This is an optimization exercise on Yosys and OpenROAD, whose aim is small area, a short achievable clock period and few clock cycles per item, not a production implementation. Only simulation tests tie the RTL to the original design; equivalence was not proved.

### run.sh
#!/bin/bash
# synth_recipe.tcl (not shown) runs the flow's synth.tcl, then flattens the netlist and writes it again
# the make line also repeats each setting of config.mk as NAME=value (left out here)
make -C /OpenROAD-flow-scripts/flow DESIGN_CONFIG=/design/flow/config.mk WORK_HOME=/design/flow/orfs CLKGATE_MAP_FILE= SYNTH_SCRIPT=/design/flow/synth_recipe.tcl finish
### config.mk
export PLATFORM = sky130hd
export DESIGN_NAME = systolic_array
export DESIGN_NICKNAME = systolic_array
export VERILOG_FILES = /design/flow/design.v
export SDC_FILE = /design/flow/constraint.sdc
export NUM_CORES = 8
export LEC_CHECK = 0
export CAP_MARGIN = 20
export CORE_MARGIN = 2
export CORE_UTILIZATION = 40
export SLEW_MARGIN = 20
### constraint.sdc
create_clock -name core_clock -period 10.0 [get_ports {clk}]
set_input_delay 2.0000 -clock core_clock [delete_from_list [all_inputs] [get_ports {clk}]]
set_output_delay 2.0000 -clock core_clock [all_outputs]
set_load 0.01 [all_outputs]
### design.v
module systolic_array #(
    parameter N_SIZE = 5 ,
    parameter DATAWIDTH = 16
) (
    input logic clk,rst_n,valid_in,  
    input wire [N_SIZE*DATAWIDTH-1:0] matrix_a_in,  
    input wire [N_SIZE*DATAWIDTH-1:0] matrix_b_in,  
    output logic valid_out,
    output logic [N_SIZE*2*DATAWIDTH-1:0] matrix_c_out
);
logic [DATAWIDTH-1:0] matrix_a_delayed [0:N_SIZE-1][0:N_SIZE-1];  
logic [DATAWIDTH-1:0] matrix_b_delayed [0:N_SIZE-1][0:N_SIZE-1];  
logic [DATAWIDTH-1:0] a_interconnects [0:N_SIZE-1][0:N_SIZE];  
logic [DATAWIDTH-1:0] b_interconnects [0:N_SIZE-1][0:N_SIZE];  
logic [N_SIZE-1:0] valid_out_array [N_SIZE-1:0];
logic signed [2*DATAWIDTH-1:0] row_c_out [0:N_SIZE-1][0:N_SIZE-1];
genvar row_h, col_h;
genvar row_v, col_v;
generate
    for (row_h = 0; row_h < N_SIZE; row_h++) begin : GEN_ROW_H
        for (col_h = 0; col_h <= row_h; col_h++) begin : GEN_COL_H_A
            if (col_h == 0) begin
                assign matrix_a_delayed[row_h][col_h] = matrix_a_in[row_h*DATAWIDTH +: DATAWIDTH];
            end else begin
                D_ff #(.DATAWIDTH(DATAWIDTH)) dff_a (
                    .clk(clk),
                    .rst_n(rst_n),
                    .d_in(matrix_a_delayed[row_h][col_h-1]),
                    .d_out(matrix_a_delayed[row_h][col_h])
                );
            end
        end
    end
endgenerate
generate
    for (col_v = 0; col_v<N_SIZE ; col_v++ ) begin : GEN_COL_v
        for (row_v =0; row_v<=col_v ;row_v++ ) begin : GEN_ROW_V_B
            if (row_v == 0) begin
                assign matrix_b_delayed[col_v][row_v] = matrix_b_in[col_v*DATAWIDTH +: DATAWIDTH];
            end else begin
                D_ff #(.DATAWIDTH(DATAWIDTH)) dff_b (
                    .clk(clk),
                    .rst_n(rst_n),
                    .d_in(matrix_b_delayed[col_v][row_v-1]),
                    .d_out(matrix_b_delayed[col_v][row_v]));
            end
        end
    end
endgenerate
generate
    for (genvar row = 0 ; row<N_SIZE ;row++ ) begin :GEN_ROW_ASSIGN
        assign a_interconnects[row][0] = matrix_a_delayed[row][row];
    end
    for (genvar col = 0 ; col<N_SIZE ;col++ ) begin :GEN_COL_ASSIGN
        assign b_interconnects[col][0] = matrix_b_delayed[col][col];
    end
endgenerate
genvar row_PE, col_PE;
generate
    for (row_PE = 0; row_PE<N_SIZE ; row_PE++ ) begin :GEN_PE_R
        for (col_PE = 0; col_PE<N_SIZE ; col_PE++ ) begin :GEN_PE_C
                PE #(
                .N_SIZE(N_SIZE),
                .DATAWIDTH(DATAWIDTH),
                .x_id(row_PE),
                .y_id(col_PE)
                ) pe_inst (
                .clk(clk),
                .rst_n(rst_n),
                .valid_in(valid_in),
                .a_in(a_interconnects[row_PE][col_PE]),
                .b_in(b_interconnects[col_PE][row_PE]),
                .valid_out(valid_out_array[row_PE][col_PE]),
                .a_out_right(a_interconnects[row_PE][col_PE+1]),
                .b_out_down(b_interconnects[col_PE][row_PE+1]),
                .c_out(row_c_out[row_PE][col_PE]));
       end
    end
endgenerate
always_comb begin
    valid_out = 0;
    for (int row = 0; row < N_SIZE; row++) begin
        if (valid_out_array[row][N_SIZE-1]) begin
            valid_out = 1;
        end
    end
end
always_comb begin
    matrix_c_out = '0;
    for (int row = 0; row < N_SIZE; row++) begin
        if (valid_out_array[row][N_SIZE-1]) begin
            for (int col = 0; col < N_SIZE; col++) begin
                matrix_c_out[col*2*DATAWIDTH +: 2*DATAWIDTH] = row_c_out[row][col];
            end
        end
    end
end
endmodule
module PE #(
    parameter N_SIZE = 5,
    parameter DATAWIDTH = 16,
    parameter x_id = 0 ,
    parameter y_id = 0 
) (
    input logic clk,rst_n,valid_in,
    input logic signed [DATAWIDTH-1:0] a_in,b_in,
    output logic valid_out,
    output logic signed [(DATAWIDTH)-1:0]b_out_down,
    output logic signed [(DATAWIDTH)-1:0]a_out_right,
    output logic signed [(2*DATAWIDTH)-1:0]c_out
);
logic [N_SIZE:0] internal_counter;
logic signed [(2*DATAWIDTH)-1:0] sum;
logic valid_in_flag_holder;
    always @(posedge clk , negedge rst_n)begin
       if (!rst_n) begin
            internal_counter <= 0;
            sum <= 0;
            valid_in_flag_holder <=0;
            c_out<=0;
            valid_out<=0;
            a_out_right<=0;
            b_out_down<=0;
       end 
       else begin
        valid_out<=0;
        if (valid_in || valid_in_flag_holder) begin
            valid_in_flag_holder<=1;
            if (internal_counter < N_SIZE + x_id + y_id) begin
                internal_counter <= internal_counter + 1; 
                if (internal_counter >= x_id +y_id) begin
                    if (internal_counter == N_SIZE + x_id + y_id - 1) begin
                        valid_out <= 1;
                        valid_in_flag_holder <= 0;
                        internal_counter <= 0;
                        c_out <= sum + (a_in*b_in);
                        sum <= 0;
                    end
                    else begin
                        sum <= sum + (a_in*b_in);
                    end
                    a_out_right <= a_in;
                    b_out_down <= b_in;
                end
            end
            else begin
            end
        end   
       end 
    end
endmodule
module D_ff #(
    parameter DATAWIDTH = 16 
) (
    input logic clk,rst_n,
    input logic [DATAWIDTH-1:0] d_in,
    output logic [DATAWIDTH-1:0] d_out
);
always @(posedge clk , negedge rst_n) begin
    if(!rst_n) d_out <= 0;
    else d_out <= d_in;
end
endmodule
==> out/qor.csv <==
stage,metric,value,unit
worst_setup_path,worst-case reg-to-reg path depth,22,
sta,Slew headroom,0.134,
clock_network,Post-CTS Setup Inserts,0,
clock_network,"Reg clk slew, reported paths",60,ps
worst_setup_path,CP Max Fanout,8,
global_routing,initial antenna violation count,62,
clock_network,H-tree Lvls,5,
logic_synthesis,cell count after synthesis,38100,
routing,post-DR wirelength/cell,20.9,um
worst_setup_path,Worst path slowest cell,clkdlybuf4s50_1,
worst_setup_path,Critical R2R Capture,GEN_PE_R[3].GEN_PE_C[1].pe_inst.c_out[28]$_DFFE_PN0P_,
die,Die ar.,938000,sq um
worst_setup_path,family with the most delay on the worst path,adder cells,
global_routing,vias in the first global route,287000,
logic_synthesis,Synth cell types,99,
logic_synthesis,post-synthesis sequential area ratio,0.184,
placement,hpwl dp,831000,um
worst_setup_path,reg2reg start,GEN_PE_R[3].GEN_PE_C[0].pe_inst.a_out_right[6]$_DFFE_PN0P_,
sta,number of max-slew violations in the final report,0,
final_layout,share of cells above drive strength 1,0.0499,
die,initial core utilization,0.401,
final_layout,fillers,89300,
sta,Setup WS post-layout,1820,ps
placement,Port Buffers,323,
clock_network,Clock Path Buffers,5,
worst_setup_path,WP data required,10900,ps
worst_setup_path,CP Class,primary input to register,
logic_synthesis,Mapped Nets,48100,
logic_synthesis,mapped cell area,372000,sq um
sta,max frequency,0.122,GHz
final_layout,# nets final,47700,
routing,DR vias,256000,
sta,final setup TNS,0,ps
sta,final clock skew,121,ps
worst_setup_path,critical path's largest stage delay,770,ps
worst_setup_path,Worst setup EP type,register,
clock_network,Resized cells post-CTS,0,
worst_setup_path,sum of buffers and inverters on the critical path,5,
global_routing,pin count of the biggest net entering global routing,164,
routing,drt total wl,1050000,um
logic_synthesis,Synth Register Bits,2740,
routing,Post-DRT Antenna Nets,0,
die,IO Pins,324,
logic_synthesis,post-synthesis compound-gate area fraction,0.0618,
worst_setup_path,cells along the critical path,clkdlybuf4s50_1 -> and2_1 -> fa_1 -> inv_1 -> fa_1 -> fa_1 -> fa_1 -> inv_1 -> fa_1 -> inv_1 -> fa_1 -> inv_1 -> ha_1 -> a211o_1 -> nor3_1 -> o21a_1 -> nor3_1 -> a41o_1 -> a21oi_1 -> o21ai_0 -> o31a_1 -> a31oi_1 -> mux2_2 -> o21ai_0,
sta,period utilisation layout,0.818,
final_layout,synth-to-layout area growth,7.81,%
placement,Placement Setup Slack,764,ps
worst_setup_path,Critical Path End,GEN_PE_R[0].GEN_PE_C[0].pe_inst.c_out[30]$_DFFE_PN0P_,
final_layout,most frequent cells in the layout,"inv_1, fa_1, nand2_1",
clock_network,CTS tree,done,
run,max capacitance violation total,0,
worst_setup_path,crit-path most repeated cell,fa_1,
logic_synthesis,Syn Area/Cell,9.77,sq um
global_routing,grt ovf,0,
worst_setup_path,origin of the worst setup path,matrix_b_in[4],
final_layout,Storage cell area,68600,sq um
routing,1st-pass router iterations,8,
die,Die W,969,um
clock_network,Post-CTS Hold Buffers,0,
routing,drt initial violations,15400,
die,Die Ht,969,um
logic_synthesis,adder-cell area share of the yosys netlist,0.477,
clock_network,CTS Sinks,2740,
logic_synthesis,"EDFF count, synth",0,
sta,worst slew pin tran,1290,ps
min_path,worst min path class,register to register,
global_routing,global-route usage over all layers,0.229,
logic_synthesis,asr flop ratio synth,1.00,
logic_synthesis,YS warnings,37,
worst_setup_path,FF-to-FF setup slack,2360,ps
status,status,timing/DRC/antenna clean,
routing,Residual DRC,0,
clock_network,cts bufs inserted,369,
routing,via density per instance,5.09,
worst_setup_path,CP Depth,24,
sta,# setup viols final,0,
worst_setup_path,WP data arrival,9080,ps
global_routing,first-pass GRT wire length,1680000,um
logic_synthesis,largest family of logic cells by synthesized area,adder cells,
logic_synthesis,ys flop type,dfrtp_1,
clock_network,CTS root buf,clkbuf_16,
logic_synthesis,post-synthesis mux area share,0.0235,
placement,Placer Congestion,0.911,
final_layout,"most common cell after layout, fill and taps aside",inv_1,
sta,Tmin final,8180,ps
logic_synthesis,simple-gate share of the synthesized area,0.129,
final_layout,multi-input combinational cell area,266000,sq um
clock_network,clock latency on the worst-skew pair,1090,ps
min_path,min-delay src,GEN_COL_v[4].GEN_ROW_V_B[2].genblk1.dff_b.d_out[1]$_DFF_PN0_,
sta,unrepaired setup endpoints after global routing,false,
worst_setup_path,crit start category,primary input,
die,area of the core,928000,sq um
logic_synthesis,xor/xnor share of the synthesized area,0.0244,
sta,Final Hold Fails,0,
die,row cnt,354,
-- worst min-delay path by stage --
stage	end	slack [ps]	cells after the start
3_5_place_dp	GEN_COL_v[3].GEN_ROW_V_B[2].genblk1.dff_b.d_out[6]$_DFF_PN0_	330	0
3_3_place_gp	GEN_COL_v[4].GEN_ROW_V_B[2].genblk1.dff_b.d_out[4]$_DFF_PN0_	330	0
5_1_grt	register	330	0
6_report	GEN_COL_v[4].GEN_ROW_V_B[3].genblk1.dff_b.d_out[1]$_DFF_PN0_	310	0
2_1_floorplan	GEN_COL_v[2].GEN_ROW_V_B[2].genblk1.dff_b.d_out[0]$_DFF_PN0_	330	0
4_1_cts	GEN_COL_v[2].GEN_ROW_V_B[2].genblk1.dff_b.d_out[8]$_DFF_PN0_	310	0
-- logic make-up after synthesis --
| group | count (synthesis) |
|---|---|
| AOI/OAI and AO/OA | 3519 |
| xor gates and xnor gates | 1038 |
| adders and majority gates | 9800 |
| buffers and inverters | 10000 |
| muxes | 777 |
| and+or+nand+nor | 10200 |
| DFF | 2740 |
-- flip-flops by register name, summed over array words and instances, names as in the netlist --
register,count
GEN_PE_R.GEN_PE_C.pe_inst.c_out,800
GEN_PE_R.GEN_PE_C.pe_inst.sum,800
GEN_PE_R.GEN_PE_C.pe_inst.a_out_right,320
GEN_PE_R.GEN_PE_C.pe_inst.b_out_down,320
GEN_COL_v.GEN_ROW_V_B.genblk1.dff_b.d_out,160
GEN_ROW_H.GEN_COL_H_A.genblk1.dff_a.d_out,160
GEN_PE_R.GEN_PE_C.pe_inst.internal_counter,150
GEN_PE_R.GEN_PE_C.pe_inst.valid_in_flag_holder,25
GEN_PE_R.GEN_PE_C.pe_inst.valid_out,5
-- metal layers --
layer / part of all wire / vias up / global-route usage
met5: 0.00014 / - / 0
met4: 0.037 / 20 / 0.0741
met3: 0.057 / 1584 / 0.0338
met2: 0.48 / 6753 / 0.380
met1: 0.43 / 134000 / 0.309
li1: - / 113000 / -
-- per-stage QoR --
stage | cell area, sq um | instances | utilization | hold WS (ps)
floorplan | 372000 | 38100 | - | 331
global placement | 389000 | 49600 | 0.419 | 332
detailed placement | 389000 | 49600 | 0.419 | 335
CTS | 401000 | 50300 | 0.432 | 308
global route | 401000 | 50300 | 0.432 | 333
finish | 401000 | 50300 | 0.432 | 308
-- synthesized netlist by cell type, drive strengths merged (50+ instances only) --
master	count	area (sq um)
inv	8505	31900
fa	7300	146000
nand2	5373	20200
and2	3072	19200
dfrtp	2740	68600
ha	2500	31300
clkbuf	1440	5410
nor2	1033	3880
o21ai	927	4650
a21oi	888	4460
xnor2	779	6820
mux2	772	8700
a22o	556	4870
a21o	311	2330
xor2	259	2270
nand2b	201	1260
a22oi	161	1210
o21a	120	901
nor2b	116	726
nand3	114	571
o31ai	110	841
nor3	108	541
o21bai	74	556
a31oi	57	363
buf	54	208
and3	51	319
nand4	50	313
-- cell type report --
cell class,instances,share of cell area
Antenna cell,24,0.000150
Multi-Input combinational cell,25400,0.664
Inverter,8508,0.0796
Timing Repair Buffer,703,0.0159
Clock inverter,175,0.00551
Sequential cell,2740,0.171
Tap cell,12300,0.0383
Clock buffer,478,0.0255
Testbench counts, summed over its fixed seeds: cycles 3,328, matrices 256.

==> re-timing with driven ports <==
The flow's constraints put no driver on any port. The routed layout listed below was extracted and timed again, unchanged, in two steps.
Step 1 sets driving cells, clkbuf_16 on the clock port and buf_2 on the other inputs (assumed; they add their load-dependent delay and slew).
Step 2 adds t to the input delays and takes it off the output delays; t is the mean of the earliest and latest rising clock arrival at the registers after step 1. Input paths then give back, and output paths get back, about the clock's delay inside the block.
Slacks: ideal ports / drivers / drivers and shift; pairs: ideal ports / drivers.
t, ns: 1.196
slack for setup (ns): 1.823 / 1.884 / 0.745
worst slew at a driven data input, ns: 0.14
After both steps setup and hold are still met in this run. For this run, drivers alone change the setup slack by +0.061 ns; drivers and shift together by -1.078 ns.
